What follows belongs to an exercise in optimizing a design on an open flow for small area, a short achievable clock period and few clock cycles; a production flow would make more cautious choices. In this exercise RTL edits were held to simulation tests only and were not proved equivalent to the original. Power and IR drop assume default switching activity.

Design CHIP, start of the top module:
module CHIP ( clk,
              rst_n,
              mem_read_D,
              mem_write_D,
              mem_addr_D,
              mem_wdata_D,
              mem_rdata_D,
              mem_ready_D,
              mem_read_I,
              mem_write_I,
              mem_addr_I,
              mem_wdata_I,
              mem_rdata_I,
              mem_ready_I,
              DCACHE_addr,
              DCACHE_wdata,
              DCACHE_wen,
              PC
            );
For scale: ~9800 cells after synthesis, about 2900 flip-flops, about 670 I/O pins, ~0.13 mm2 of cells after synthesis.
==> flow/config.mk <==
export PLATFORM = sky130hd
export DESIGN_NAME = CHIP
export DESIGN_NICKNAME = CHIP
export VERILOG_FILES = /design/flow/design.v
export SDC_FILE = /design/flow/constraint.sdc
export NUM_CORES = 4
export LEC_CHECK = 0
export ABC_CLOCK_PERIOD_IN_PS = 5000
export CAP_MARGIN = 20
export CORE_MARGIN = 2
export CORE_UTILIZATION = 60
export CTS_CLUSTER_DIAMETER = 80
export CTS_CLUSTER_SIZE = 24
export SLEW_MARGIN = 20
==> flow/constraint.sdc <==
create_clock -name core_clock -period 20.0 [get_ports {clk}]
set_input_delay 4.0000 -clock core_clock [delete_from_list [all_inputs] [get_ports {clk}]]
set_output_delay 4.0000 -clock core_clock [all_outputs]
set_load 0.01 [all_outputs]
standard.sh (not shown) runs the stock make flow with config.mk's settings and CLKGATE_MAP_FILE= SYNTH_SCRIPT=/design/flow/synth_recipe.tcl, a recipe that flattens the netlist after the stock synthesis.
==> flow/flow/run.sh <==
#!/bin/bash
# The standard layout (standard.sh: standard synthesis, floorplan, placement,
# CTS, routing, finish) with two changes:
#  - timing repair aims for a setup margin of 14.6 ns on the 20 ns constraint
#    instead of 0, so that the repair steps after CTS and global routing size
#    and buffer the slowest paths;
#  - the buffers that global placement puts on every input and output port are
#    sky130_fd_sc_hd__buf_2 cells.
# The make output of the whole run goes to standard_finish.log; ORFS keeps
# each step's log under orfs/logs/.
set -euo pipefail
bash standard.sh SETUP_SLACK_MARGIN=14.6 "BUFFER_PORTS_ARGS=-buffer_cell sky130_fd_sc_hd__buf_2" finish > standard_finish.log 2>&1
Testbench counts at the start, summed over its fixed seeds: cycles 1,364,503.
Next try:
--- a/flow/flow/run.sh
+++ b/flow/flow/run.sh
@@ -4 +4 @@
-#  - timing repair aims for a setup margin of 14.6 ns on the 20 ns constraint
+#  - timing repair aims for a setup margin of 14.8 ns on the 20 ns constraint
@@ -12 +12 @@
-bash standard.sh SETUP_SLACK_MARGIN=14.6 "BUFFER_PORTS_ARGS=-buffer_cell sky130_fd_sc_hd__buf_2" finish > standard_finish.log 2>&1
+bash standard.sh SETUP_SLACK_MARGIN=14.8 "BUFFER_PORTS_ARGS=-buffer_cell sky130_fd_sc_hd__buf_2" finish > standard_finish.log 2>&1
=> Area after synthesis stays the same. Total power is about the same. Via count came out higher slightly. Combinational power stays flat. Fmax decreases slightly.

CHIP, a different RTL version from the one above (not shown whole).
Size in the first run: roughly 150000 um2 of cells after synthesis.
Settings: LEC_CHECK=0, ABC_CLOCK_PERIOD_IN_PS=5000, CAP_MARGIN=20, CORE_MARGIN=2, CORE_UTILIZATION=55, SLEW_MARGIN=20; clock period 20.0 ns.
run.sh (not shown) runs the stock make flow with config.mk's settings and CLKGATE_MAP_FILE= SYNTH_SCRIPT=/design/flow/synth_recipe.tcl, a recipe that flattens the netlist after the stock synthesis.
Stock flow here: none of the scripts above is used.
Testbench counts at the start, summed over its fixed seeds: cycles 1,295,347.
Change:
==> flow/flow/run.sh (new file) <==
#!/bin/bash
# The standard layout (standard.sh: standard synthesis, floorplan, placement,
# CTS, routing, finish) with two changes:
#  - timing repair aims for a setup margin of 14.2 ns on the 20 ns constraint
#    instead of 0, so that the repair steps after CTS and global routing size
#    and buffer the slowest paths;
#  - the buffers that global placement puts on every input and output port are
#    sky130_fd_sc_hd__buf_4 cells.
# The make output of the whole run goes to standard_finish.log; ORFS keeps
# each step's log under orfs/logs/.
set -euo pipefail
bash standard.sh SETUP_SLACK_MARGIN=14.2 "BUFFER_PORTS_ARGS=-buffer_cell sky130_fd_sc_hd__buf_4" finish > standard_finish.log 2>&1
==> flow/standard.sh (new file) <==
#!/bin/bash
# synth_recipe.tcl (not shown) runs the flow's synth.tcl, then flattens the netlist and writes it again
# the make line also repeats each setting of config.mk as NAME=value (left out here)
make -C /OpenROAD-flow-scripts/flow DESIGN_CONFIG=/design/flow/config.mk WORK_HOME=/design/flow/orfs CLKGATE_MAP_FILE= SYNTH_SCRIPT=/design/flow/synth_recipe.tcl "${@:-finish}"
removed: flow/run.sh
Cell count goes up slightly.
Via count increases slightly.
Synthesized area does not change.
Non-clock buffer count goes up by 181.
Hold slack got worse by 5.8 ps.
Power grows slightly.
Register-to-register slack improved by 2700 ps.
Maximum frequency climbs by well over a third.
Core utilization rises by 0.72 points.
Count of clock-buffer cells in the layout went down by 5.

Another version of the RTL of CHIP (not shown whole).
Size in the first run: ~12000 cells after synthesis.
export LEC_CHECK = 0
export ABC_CLOCK_PERIOD_IN_PS = 5000
export CAP_MARGIN = 20
export CORE_MARGIN = 2
export CORE_UTILIZATION = 62
export SLEW_MARGIN = 20
create_clock -name core_clock -period 20.0 [get_ports {clk}]
standard.sh (not shown) runs the stock make flow with config.mk's settings and CLKGATE_MAP_FILE= SYNTH_SCRIPT=/design/flow/synth_recipe.tcl, a recipe that flattens the netlist after the stock synthesis.
==> flow/flow/run.sh <==
#!/bin/bash
# The standard layout (standard.sh: standard synthesis, floorplan, placement,
# CTS, routing, finish) with two changes:
#  - timing repair aims for a setup margin of 14.2 ns on the 20 ns constraint
#    instead of 0, so that the repair steps after CTS and global routing size
#    and buffer the slowest paths;
#  - the buffers that global placement puts on every input and output port are
#    sky130_fd_sc_hd__buf_4 cells.
# The make output of the whole run goes to standard_finish.log; ORFS keeps
# each step's log under orfs/logs/.
set -euo pipefail
bash standard.sh SETUP_SLACK_MARGIN=14.2 "BUFFER_PORTS_ARGS=-buffer_cell sky130_fd_sc_hd__buf_4" finish > standard_finish.log 2>&1
Testbench counts at the start, summed over its fixed seeds: cycles 1,310,546.
==> next run, changes <==
CORE_UTILIZATION = 55   (was 62)
What happened: The changed run ran to the end with no violations; area after synthesis stays the same; synthesized cell count does not change; setup slack improves by 0.075 ns.

## yarrow
Another version of the RTL of CHIP (not shown whole).
For scale: ~2900 flip-flops, ~130000 um^2 of cells after synthesis.
==> flow/config.mk <==
export PLATFORM = sky130hd
export DESIGN_NAME = CHIP
export DESIGN_NICKNAME = CHIP
export VERILOG_FILES = /design/flow/design.v
export SDC_FILE = /design/flow/constraint.sdc
export NUM_CORES = 4
export LEC_CHECK = 0
export ABC_CLOCK_PERIOD_IN_PS = 5000
export CAP_MARGIN = 20
export CORE_MARGIN = 2
export CORE_UTILIZATION = 60
export CTS_CLUSTER_DIAMETER = 80
export CTS_CLUSTER_SIZE = 24
export SLEW_MARGIN = 20
==> flow/constraint.sdc <==
create_clock -name core_clock -period 20.0 [get_ports {clk}]
set_input_delay 4.0000 -clock core_clock [delete_from_list [all_inputs] [get_ports {clk}]]
set_output_delay 4.0000 -clock core_clock [all_outputs]
set_load 0.01 [all_outputs]
==> flow/flow/run.sh <==
#!/bin/bash
# The standard layout (standard.sh: standard synthesis, floorplan, placement,
# CTS, routing, finish) with two changes:
#  - timing repair aims for a setup margin of 14.4 ns on the 20 ns constraint
#    instead of 0, so that the repair steps after CTS and global routing size
#    and buffer the slowest paths;
#  - the buffers that global placement puts on every input and output port are
#    sky130_fd_sc_hd__buf_2 cells.
# The make output of the whole run goes to standard_finish.log; ORFS keeps
# each step's log under orfs/logs/.
set -euo pipefail
bash standard.sh SETUP_SLACK_MARGIN=14.4 "BUFFER_PORTS_ARGS=-buffer_cell sky130_fd_sc_hd__buf_2" finish > standard_finish.log 2>&1
yarrow finished every step from synthesis to the final layout, and the layout passed the timing, design-rule and antenna checks.
Testbench counts of yarrow, summed over its fixed seeds: cycles 1,368,894.
The following lists how juniper was set up differently from yarrow:
Settings: a change of CORE_UTILIZATION from 60 to 55.
--- a/flow/flow/run.sh
+++ b/flow/flow/run.sh
@@ -4 +4 @@
-#  - timing repair aims for a setup margin of 14.4 ns on the 20 ns constraint
+#  - timing repair aims for a setup margin of 14.2 ns on the 20 ns constraint
@@ -12 +12 @@
-bash standard.sh SETUP_SLACK_MARGIN=14.4 "BUFFER_PORTS_ARGS=-buffer_cell sky130_fd_sc_hd__buf_2" finish > standard_finish.log 2>&1
+bash standard.sh SETUP_SLACK_MARGIN=14.2 "BUFFER_PORTS_ARGS=-buffer_cell sky130_fd_sc_hd__buf_2" finish > standard_finish.log 2>&1
==> comparison <==
Between juniper and yarrow, the cell area does not differ in any meaningful way. Fraction of area in registers: juniper vs yarrow — no meaningful difference. In juniper relative to yarrow, routed wire length on met3 had gone down by a few percent. The core of juniper is less densely filled than that of yarrow. Net switching power in juniper is about 1.2% higher than in yarrow. yarrow → juniper: worst hold slack picked up an extra 4.0 ps; total wirelength of the detailed-routed design picked up an extra about 3.7%; worst setup slack lost 260 ps. Between juniper and yarrow, it is juniper whose met3 usage is lower, by 1.7 points. Against yarrow as the reference, juniper delivers a higher switching portion of total power.

==> port drivers added, routing unchanged <==
No port has a modelled driver above. Below, the same layouts with a new extraction and two added sets of constraints.
Step 1: set_driving_cell puts a clkbuf_16 on clk and a buf_2 on each other input, an assumption about the parent block.
Step 2 adds t to the input delays and takes it off the output delays; t is the mean of the earliest and latest rising clock arrival at the registers after step 1. Input paths then give back, and output paths get back, about the clock's delay inside the block.
Slacks: no drivers / after step 1 / after step 2; pairs: no drivers / after step 1.
| run | t, ns | setup WS [ns] | hold slack, ns | worst setup path at the end | worst register clock-pin slew, ns |
|---|---|---|---|---|---|
| the first run of note 1 | 0.962 | 14.351 / 14.248 / 13.729 | 0.471 / 0.471 / 0.471 | input to register | 0.10 / 0.10 |
| the second run of note 1 | 0.952 | 14.328 / 14.234 / 13.798 | 0.474 / 0.474 / 0.474 | input to register | 0.11 / 0.11 |
| the first run of note 2 | 1.028 | 11.170 / 11.170 / 11.170 | 0.462 / 0.462 / 0.462 | register to register | 0.08 / 0.08 |
| the second run of note 2 | 1.035 | 13.918 / 13.918 / 13.247 | 0.457 / 0.457 / 0.457 | input to register | 0.07 / 0.07 |
| the first run of note 3 | 1.068 | 14.016 / 14.016 / 13.084 | 0.454 / 0.454 / 0.454 | input to register | 0.07 / 0.07 |
| the second run of note 3 | 1.044 | 14.091 / 14.061 / 13.117 | 0.460 / 0.460 / 0.460 | input to register | 0.07 / 0.07 |
| yarrow | 0.944 | 14.389 / 14.289 / 13.505 | 0.471 / 0.471 / 0.471 | input to register | 0.10 / 0.10 |
| juniper | 0.970 | 14.130 / 14.113 / 13.186 | 0.475 / 0.475 / 0.475 | input to register | 0.10 / 0.10 |
After both steps setup and hold are still met in every run listed. The setup slack of the second run of note 3, which loses most, moves by -0.030 ns with the drivers and by -0.974 ns with both steps.
